What follows belongs to an exercise in optimizing a design on an open flow for small area; a production flow would make more cautious choices. Only simulation tests tie the RTL to the original design; equivalence was not proved. Power is estimated from default activity; no workload was simulated.

==> run a <==
// Tetris
module Tetris(
    input wire        Clk_In,
    input wire        Rotate,
    input wire        Left,
    input wire        Right,
    input wire        Down,
    input wire        Pause,
    input wire        Rst,
    output wire [7:0] RGB,
    output wire       Hsync,
    output wire       Vsync
    );
==> module Cur_Control, before the edit <==
module Cur_Control(
    input  wire         Clk,
    input  wire         Rst,
    input  wire         Game_Clk,
    input  wire         Down_en,
    input  wire         Left_en,
    input  wire         Right_en,
    input  wire         Rotate_en,
    input  wire [2:0]   rnd,
    output reg  [251:0] G,
    output reg  [3:0]   px,
    output reg  [4:0]   py,
    output reg  [1:0]   rot,
    output reg  [2:0]   typ,
    output reg          over
    );
function [15:0] shape;
    input [2:0] t;
    input [1:0] r;
    begin
        case ({t, r})
            5'b00100, 5'b00110: shape = 16'h1111;
            5'b00101, 5'b00111: shape = 16'h000f;
            5'b01000, 5'b01001, 5'b01010, 5'b01011: shape = 16'h0033;
            5'b01100: shape = 16'h0072;
            5'b01101: shape = 16'h0131;
            5'b01110: shape = 16'h0027;
            5'b01111: shape = 16'h0232;
            5'b10000, 5'b10010: shape = 16'h0036;
            5'b10001, 5'b10011: shape = 16'h0231;
            5'b10100, 5'b10110: shape = 16'h0063;
            5'b10101, 5'b10111: shape = 16'h0132;
            5'b11000: shape = 16'h0322;
            5'b11001: shape = 16'h0071;
            5'b11010: shape = 16'h0113;
            5'b11011: shape = 16'h0047;
            5'b11100: shape = 16'h0311;
            5'b11101: shape = 16'h0017;
            5'b11110: shape = 16'h0223;
            5'b11111: shape = 16'h0074;
            default:  shape = 16'h0000;
        endcase
    end
endfunction
function [5:0] wh;
    input [2:0] t;
    input [1:0] r;
    begin
        case (t)
            3'd0: wh = {3'd0, 3'd0};
            3'd1: wh = r[0] ? {3'd4, 3'd1} : {3'd1, 3'd4};
            3'd2: wh = {3'd2, 3'd2};
            3'd3, 3'd4, 3'd5: wh = r[0] ? {3'd2, 3'd3} : {3'd3, 3'd2};
            default: wh = r[0] ? {3'd3, 3'd2} : {3'd2, 3'd3};
        endcase
    end
endfunction
wire [17:0] full;
wire [19:0] below;       
wire [17:0] second;      
wire [18:0] two;         
wire [2:0]  sel [0:17];  
wire [13:0] g1 [0:17];
assign below[19] = 1'b0;
assign below[18] = 1'b0;
assign two[18]   = 1'b0;
genvar k;
generate
    for (k = 17; k >= 0; k = k - 1) begin : rows
        if (k == 0) assign full[k] = 1'b0;
        else        assign full[k] = &G[14*k +: 14];
        assign below[k]  = below[k+1] | full[k];
        assign second[k] = full[k] & below[k+2];
        if (k >= 1) assign two[k] = two[k+1] | second[k-1];
        else        assign two[k] = two[k+1];
        assign sel[k] = {3{~Rst}} & {two[k], below[k] & ~two[k], ~below[k]};
        wire [13:0] r0 = G[14*k +: 14];
        wire [13:0] r1, r2;
        if (k >= 1) assign r1 = G[14*(k-1) +: 14]; else assign r1 = 14'd0;
        if (k >= 2) assign r2 = G[14*(k-2) +: 14]; else assign r2 = 14'd0;
        assign g1[k] = ({14{sel[k][0]}} & r0) | ({14{sel[k][1]}} & r1) |
                       ({14{sel[k][2]}} & r2);
    end
endgenerate
wire over_now = ~over & (|g1[0]);
wire act      = ~Rst & ~over & ~over_now;
wire drop     = Game_Clk | Down_en;
wire d_left   = ~drop & Left_en;
wire d_right  = ~drop & ~Left_en & Right_en;
wire d_rot    = ~drop & ~Left_en & ~Right_en & Rotate_en;
wire [3:0] tx   = px + {{3{d_left}}, d_left | d_right};
wire [4:0] ty   = py + {4'd0, drop};
wire [1:0] trot = rot + {1'b0, d_rot};
wire [5:0] twh  = wh(typ, trot);
wire [4:0] txw  = {1'b0, tx} + {2'b00, twh[5:3]};
wire [4:0] tyh  = ty + {2'b00, twh[2:0]};
wire bound_ok   = (txw <= 5'd14) && (tyh <= 5'd18);
wire [15:0] txo = 16'd1 << tx;
wire [19:0] tyo = 20'd1 << ty;
wire [15:0] tshape = shape(typ, trot);
wire [13:0] slot [0:3];
genvar i, c;
generate
    for (i = 0; i < 4; i = i + 1) begin : slots
        wire [1:0] idx = i - ty[1:0];
        wire [3:0] srow = tshape[4*idx +: 4];
        for (c = 0; c < 14; c = c + 1) begin : cols
            wire [3:0] t;
            assign t[0] = txo[c] & srow[0];
            if (c >= 1) assign t[1] = txo[c-1] & srow[1]; else assign t[1] = 1'b0;
            if (c >= 2) assign t[2] = txo[c-2] & srow[2]; else assign t[2] = 1'b0;
            if (c >= 3) assign t[3] = txo[c-3] & srow[3]; else assign t[3] = 1'b0;
            assign slot[i][c] = |t;
        end
    end
endgenerate
wire [18:0] inr;
wire [17:0] hitrow;
generate
    for (k = 0; k < 19; k = k + 1) begin : inrows
        wire [3:0] t;
        assign t[0] = tyo[k];
        if (k >= 1) assign t[1] = tyo[k-1]; else assign t[1] = 1'b0;
        if (k >= 2) assign t[2] = tyo[k-2]; else assign t[2] = 1'b0;
        if (k >= 3) assign t[3] = tyo[k-3]; else assign t[3] = 1'b0;
        assign inr[k] = |t;
    end
    for (k = 0; k < 18; k = k + 1) begin : hits
        if (k == 0) assign hitrow[k] = 1'b0;
        else        assign hitrow[k] = inr[k] & (|(g1[k] & slot[k % 4]));
    end
endgenerate
wire coll = |hitrow;
wire ok   = bound_ok & ~coll;
wire lock = act & drop & ~ok;
wire move = act & (drop | d_left | d_right | d_rot) & ok;
wire [251:0] gnext;
generate
    for (k = 0; k < 18; k = k + 1) begin : nxt
        if (k == 0) assign gnext[14*k +: 14] = {14{lock & inr[k+1]}} & slot[(k+1) % 4];
        else        assign gnext[14*k +: 14] = g1[k] | ({14{lock & inr[k+1]}} & slot[(k+1) % 4]);
    end
endgenerate
always @(posedge Clk) begin
    G <= gnext;
    if (Rst) begin
        px   <= 4'd6;
        py   <= 5'd0;
        rot  <= 2'd0;
        typ  <= 3'd0;
        over <= 1'b0;
    end
    else begin
        if (over_now) begin
            over <= 1'b1;
            typ  <= 3'd0;
        end
        if (move) begin
            px  <= tx;
            py  <= ty;
            rot <= trot;
        end
        if (lock) begin
            px  <= 4'd6;
            py  <= 5'd0;
            rot <= 2'd0;
            typ <= rnd;
        end
    end
end
endmodule
clock: 20.0 ns
lec_check: 0
abc_area: 1
cap_margin: 20
cell_pad_in_sites_detail_placement: 1
cell_pad_in_sites_global_placement: 2
core_margin: 2
core_utilization: 28
cts_buf_list: sky130_fd_sc_hd__clkbuf_16
cts_cluster_diameter: 80
cts_cluster_size: 30
gpl_timing_driven: 0
place_density: 0.55
slew_margin: 20
synth_memory_max_bits: 65536
standard.sh (not shown) runs the stock make flow with config.mk's settings and CLKGATE_MAP_FILE= SYNTH_SCRIPT=/design/flow/synth_recipe.tcl, a recipe that flattens the netlist after the stock synthesis.
==> flow/flow/run.sh <==
#!/bin/bash
# Own layout flow: the standard flow (standard.sh) with one change.  The
# ABC script that maps the synthesised logic to standard cells is replaced by
# an area-oriented one (flow/abc_area.script).  Everything else (synthesis
# passes, register names and cells, floorplan, power grid, placement, CTS,
# routing) is the standard flow's.  The make output goes to flow_make.log;
# ORFS keeps each step's log under orfs/logs/.
set -euo pipefail
W=$(pwd)
cat > "$W/own_synth.tcl" <<TCL
# The standard flow's synthesis script (synth_recipe.tcl), with ABC's -script replaced
proc abc {args} {
  set i [lsearch -exact \$args -script]
  if {\$i >= 0} { lset args [expr {\$i + 1}] {$W/flow/abc_area.script} }
  yosys abc {*}\$args
}
source {$W/synth_recipe.tcl}
TCL
sed "s#SYNTH_SCRIPT=[^ ]*#SYNTH_SCRIPT=$W/own_synth.tcl#" "$W/standard.sh" > "$W/own_standard.sh"
grep -q "SYNTH_SCRIPT=$W/own_synth.tcl" "$W/own_standard.sh"
bash "$W/own_standard.sh" > "$W/flow_make.log" 2>&1
==> flow/flow/abc_area.script <==
strash
dc2
balance
rewrite
refactor
balance
rewrite
rewrite -z
balance
refactor -z
rewrite -z
balance
dc2
amap
topo
==> inputs of run b, as changes to run a <==
--- a/flow/design.v
+++ b/flow/design.v
@@ -2217,20 +2217,16 @@
 wire [17:0] full;
-wire [19:0] below;       
-wire [17:0] second;      
-wire [18:0] two;         
-wire [2:0]  sel [0:17];  
+wire [2:0]  sel [0:18];
+wire [17:0] rem;
 wire [13:0] g1 [0:17];
-assign below[19] = 1'b0;
-assign below[18] = 1'b0;
-assign two[18]   = 1'b0;
+assign sel[18] = {2'b00, ~Rst};
 genvar k;
 generate
-    for (k = 17; k >= 0; k = k - 1) begin : rows
-        if (k == 0) assign full[k] = 1'b0;
-        else        assign full[k] = &G[14*k +: 14];
-        assign below[k]  = below[k+1] | full[k];
-        assign second[k] = full[k] & below[k+2];
-        if (k >= 1) assign two[k] = two[k+1] | second[k-1];
-        else        assign two[k] = two[k+1];
-        assign sel[k] = {3{~Rst}} & {two[k], below[k] & ~two[k], ~below[k]};
+    for (k = 0; k < 18; k = k + 1) begin : rows
+        assign full[k] = &G[14*k +: 14];
+        wire [2:0] fr;
+        assign fr[0] = full[k];
+        if (k >= 1) assign fr[1] = full[k-1]; else assign fr[1] = 1'b0;
+        if (k >= 2) assign fr[2] = full[k-2]; else assign fr[2] = 1'b0;
+        assign rem[k] = |(sel[k+1] & fr);
+        assign sel[k] = rem[k] ? {sel[k+1][1:0], 1'b0} : sel[k+1];
         wire [13:0] r0 = G[14*k +: 14];
@@ -2246,8 +2242,9 @@
 wire drop     = Game_Clk | Down_en;
-wire d_left   = ~drop & Left_en;
-wire d_right  = ~drop & ~Left_en & Right_en;
-wire d_rot    = ~drop & ~Left_en & ~Right_en & Rotate_en;
-wire [3:0] tx   = px + {{3{d_left}}, d_left | d_right};
-wire [4:0] ty   = py + {4'd0, drop};
-wire [1:0] trot = rot + {1'b0, d_rot};
+wire a_drop   = act & drop;
+wire a_left   = act & ~drop & Left_en;
+wire a_right  = act & ~drop & ~Left_en & Right_en;
+wire a_rot    = act & ~drop & ~Left_en & ~Right_en & Rotate_en;
+wire [3:0] tx   = px + {{3{a_left}}, a_left | a_right};
+wire [4:0] ty   = py + {4'd0, a_drop};
+wire [1:0] trot = rot + {1'b0, a_rot};
 wire [5:0] twh  = wh(typ, trot);
@@ -2287,4 +2284,3 @@
     for (k = 0; k < 18; k = k + 1) begin : hits
-        if (k == 0) assign hitrow[k] = 1'b0;
-        else        assign hitrow[k] = inr[k] & (|(g1[k] & slot[k % 4]));
+        assign hitrow[k] = inr[k] & (|(g1[k] & slot[k % 4]));
     end
@@ -2293,4 +2289,4 @@
 wire ok   = bound_ok & ~coll;
-wire lock = act & drop & ~ok;
-wire move = act & (drop | d_left | d_right | d_rot) & ok;
+wire lock = a_drop & ~ok;
+wire move = (a_drop | a_left | a_right | a_rot) & ok;
 wire [251:0] gnext;
@@ -2298,4 +2294,3 @@
     for (k = 0; k < 18; k = k + 1) begin : nxt
-        if (k == 0) assign gnext[14*k +: 14] = {14{lock & inr[k+1]}} & slot[(k+1) % 4];
-        else        assign gnext[14*k +: 14] = g1[k] | ({14{lock & inr[k+1]}} & slot[(k+1) % 4]);
+        assign gnext[14*k +: 14] = g1[k] | ({14{lock & inr[k+1]}} & slot[(k+1) % 4]);
     end
==> flow/run.sh (new file) <==
#!/bin/bash
# synth_recipe.tcl (not shown) runs the flow's synth.tcl, then flattens the netlist and writes it again
# the make line also repeats each setting of config.mk as NAME=value (left out here)
make -C /OpenROAD-flow-scripts/flow DESIGN_CONFIG=/design/flow/config.mk WORK_HOME=/design/flow/orfs CLKGATE_MAP_FILE= SYNTH_SCRIPT=/design/flow/synth_recipe.tcl finish
Settings changed: CELL_PAD_IN_SITES_DETAIL_PLACEMENT 1 to 0, CELL_PAD_IN_SITES_GLOBAL_PLACEMENT 2 to 0, CORE_UTILIZATION 28 to 65, CTS_BUF_LIST sky130_fd_sc_hd__clkbuf_16 to unset, CTS_CLUSTER_DIAMETER 80 to unset, CTS_CLUSTER_SIZE 30 to unset, GPL_TIMING_DRIVEN 0 to unset, PLACE_DENSITY 0.55 to 0.75.
removed: flow/flow/run.sh
removed: flow/flow/abc_area.script
removed: flow/standard.sh
==> inputs of run c, as changes to run a <==
--- a/flow/design.v
+++ b/flow/design.v
@@ -2217,20 +2217,16 @@
 wire [17:0] full;
-wire [19:0] below;       
-wire [17:0] second;      
-wire [18:0] two;         
-wire [2:0]  sel [0:17];  
+wire [2:0]  sel [0:18];
+wire [17:0] rem;
 wire [13:0] g1 [0:17];
-assign below[19] = 1'b0;
-assign below[18] = 1'b0;
-assign two[18]   = 1'b0;
+assign sel[18] = {2'b00, ~Rst};
 genvar k;
 generate
-    for (k = 17; k >= 0; k = k - 1) begin : rows
-        if (k == 0) assign full[k] = 1'b0;
-        else        assign full[k] = &G[14*k +: 14];
-        assign below[k]  = below[k+1] | full[k];
-        assign second[k] = full[k] & below[k+2];
-        if (k >= 1) assign two[k] = two[k+1] | second[k-1];
-        else        assign two[k] = two[k+1];
-        assign sel[k] = {3{~Rst}} & {two[k], below[k] & ~two[k], ~below[k]};
+    for (k = 0; k < 18; k = k + 1) begin : rows
+        assign full[k] = &G[14*k +: 14];
+        wire [2:0] fr;
+        assign fr[0] = full[k];
+        if (k >= 1) assign fr[1] = full[k-1]; else assign fr[1] = 1'b0;
+        if (k >= 2) assign fr[2] = full[k-2]; else assign fr[2] = 1'b0;
+        assign rem[k] = |(sel[k+1] & fr);
+        assign sel[k] = rem[k] ? {sel[k+1][1:0], 1'b0} : sel[k+1];
         wire [13:0] r0 = G[14*k +: 14];
@@ -2246,8 +2242,9 @@
 wire drop     = Game_Clk | Down_en;
-wire d_left   = ~drop & Left_en;
-wire d_right  = ~drop & ~Left_en & Right_en;
-wire d_rot    = ~drop & ~Left_en & ~Right_en & Rotate_en;
-wire [3:0] tx   = px + {{3{d_left}}, d_left | d_right};
-wire [4:0] ty   = py + {4'd0, drop};
-wire [1:0] trot = rot + {1'b0, d_rot};
+wire a_drop   = act & drop;
+wire a_left   = act & ~drop & Left_en;
+wire a_right  = act & ~drop & ~Left_en & Right_en;
+wire a_rot    = act & ~drop & ~Left_en & ~Right_en & Rotate_en;
+wire [3:0] tx   = px + {{3{a_left}}, a_left | a_right};
+wire [4:0] ty   = py + {4'd0, a_drop};
+wire [1:0] trot = rot + {1'b0, a_rot};
 wire [5:0] twh  = wh(typ, trot);
@@ -2287,4 +2284,3 @@
     for (k = 0; k < 18; k = k + 1) begin : hits
-        if (k == 0) assign hitrow[k] = 1'b0;
-        else        assign hitrow[k] = inr[k] & (|(g1[k] & slot[k % 4]));
+        assign hitrow[k] = inr[k] & (|(g1[k] & slot[k % 4]));
     end
@@ -2293,4 +2289,4 @@
 wire ok   = bound_ok & ~coll;
-wire lock = act & drop & ~ok;
-wire move = act & (drop | d_left | d_right | d_rot) & ok;
+wire lock = a_drop & ~ok;
+wire move = (a_drop | a_left | a_right | a_rot) & ok;
 wire [251:0] gnext;
@@ -2298,4 +2294,3 @@
     for (k = 0; k < 18; k = k + 1) begin : nxt
-        if (k == 0) assign gnext[14*k +: 14] = {14{lock & inr[k+1]}} & slot[(k+1) % 4];
-        else        assign gnext[14*k +: 14] = g1[k] | ({14{lock & inr[k+1]}} & slot[(k+1) % 4]);
+        assign gnext[14*k +: 14] = g1[k] | ({14{lock & inr[k+1]}} & slot[(k+1) % 4]);
     end
==> flow/run.sh (new file) <==
#!/bin/bash
# synth_recipe.tcl (not shown) runs the flow's synth.tcl, then flattens the netlist and writes it again
# the make line also repeats each setting of config.mk as NAME=value (left out here)
make -C /OpenROAD-flow-scripts/flow DESIGN_CONFIG=/design/flow/config.mk WORK_HOME=/design/flow/orfs CLKGATE_MAP_FILE= SYNTH_SCRIPT=/design/flow/synth_recipe.tcl finish
Settings changed: CORE_UTILIZATION 28 to 30, CTS_BUF_LIST sky130_fd_sc_hd__clkbuf_16 to unset, CTS_CLUSTER_DIAMETER 80 to unset, CTS_CLUSTER_SIZE 30 to unset, GPL_TIMING_DRIVEN 0 to unset, PLACE_DENSITY 0.55 to 0.45.
removed: flow/flow/run.sh
removed: flow/flow/abc_area.script
removed: flow/standard.sh
==> comparison table <==
Status: run b did not finish; run a timing/DRC/antenna clean; run c timing/DRC/antenna clean
Failing step: run b global routing (5_1_grt); run a -; run c -
Sequential cell area: run b -; run a 6630 sq um; run c 6630 sq um
Placed cell count: run b 6288; run a 5012; run c 7204
Clock buffer count in the final layout: run b -; run a 27; run c 49
Time the final worst path needs with I/O delays and setup: run b -; run a 11.69 ns; run c 19.19 ns
Most repeated cell in the gate-level netlist after synthesis: run b sky130_fd_sc_hd__nand2_1; run a sky130_fd_sc_hd__nor2_1; run c sky130_fd_sc_hd__nand2_1
Die boundary height: run b 231 um; run a 309 um; run c 338 um
Final cell utilization of the core: run b -; run a 0.322; run c 0.340
Crit path kind: run b -; run a reg -> reg; run c in -> reg
Arrival time at the worst endpoint: run b -; run a 12.17 ns; run c 19.71 ns
Transition time of the tightest slew-check pin: run b -; run a 1.29 ns; run c 1.35 ns
Clock network power consumption: run b -; run a 622 uW; run c 882 uW
Kind of start point of the critical path: run b -; run a register; run c input port
Combinational gate power: run b -; run a 37.3 uW; run c 43.3 uW
Hold path cells: run b -; run a 1; run c 1
Timing-limited maximum frequency: run b -; run a 85.6 MHz; run c 52.1 MHz
Clock edge transition at the registers on the reported setup and hold paths: run b -; run a 0.09 ns; run c 0.06 ns
Cell with the most instances on the worst path: run b -; run a sky130_fd_sc_hd__clkinv_1; run c sky130_fd_sc_hd__nand2_1
Sum of negative setup slack: run b -; run a 0 ns; run c 0 ns
Slew Limit Fails: run b -; run a 0; run c 0
Pre-antenna DRT Iters: run b -; run a 13; run c 6
Fill cell count: run b -; run a 11500; run c 14700

==> separate check: timing with driven ports <==
The results above use ideal ports. As a check the final layouts listed here were re-extracted and re-timed, cells and wires unchanged.
Step 1: set_driving_cell puts a clkbuf_16 on Clk_In and a buf_2 on each other input, an assumption about the parent block.
Step 2 also shifts input and output timing later by t, the mid clock arrival at the registers, as if the neighbouring blocks saw the same clock.
Slacks: no drivers / after step 1 / after step 2; pairs: no drivers / after step 1.
run | t, ns | setup WS [ns] | worst setup path at the end
run a | 0.694 | 8.312 / 8.312 / 8.312 | register to register
run c | 0.695 | 0.807 / 0.849 / 0.154 | input to register
After both steps setup and hold are still met in every run listed. The setup slack of run c, which loses most, moves by +0.042 ns with the drivers and by -0.653 ns with both steps.
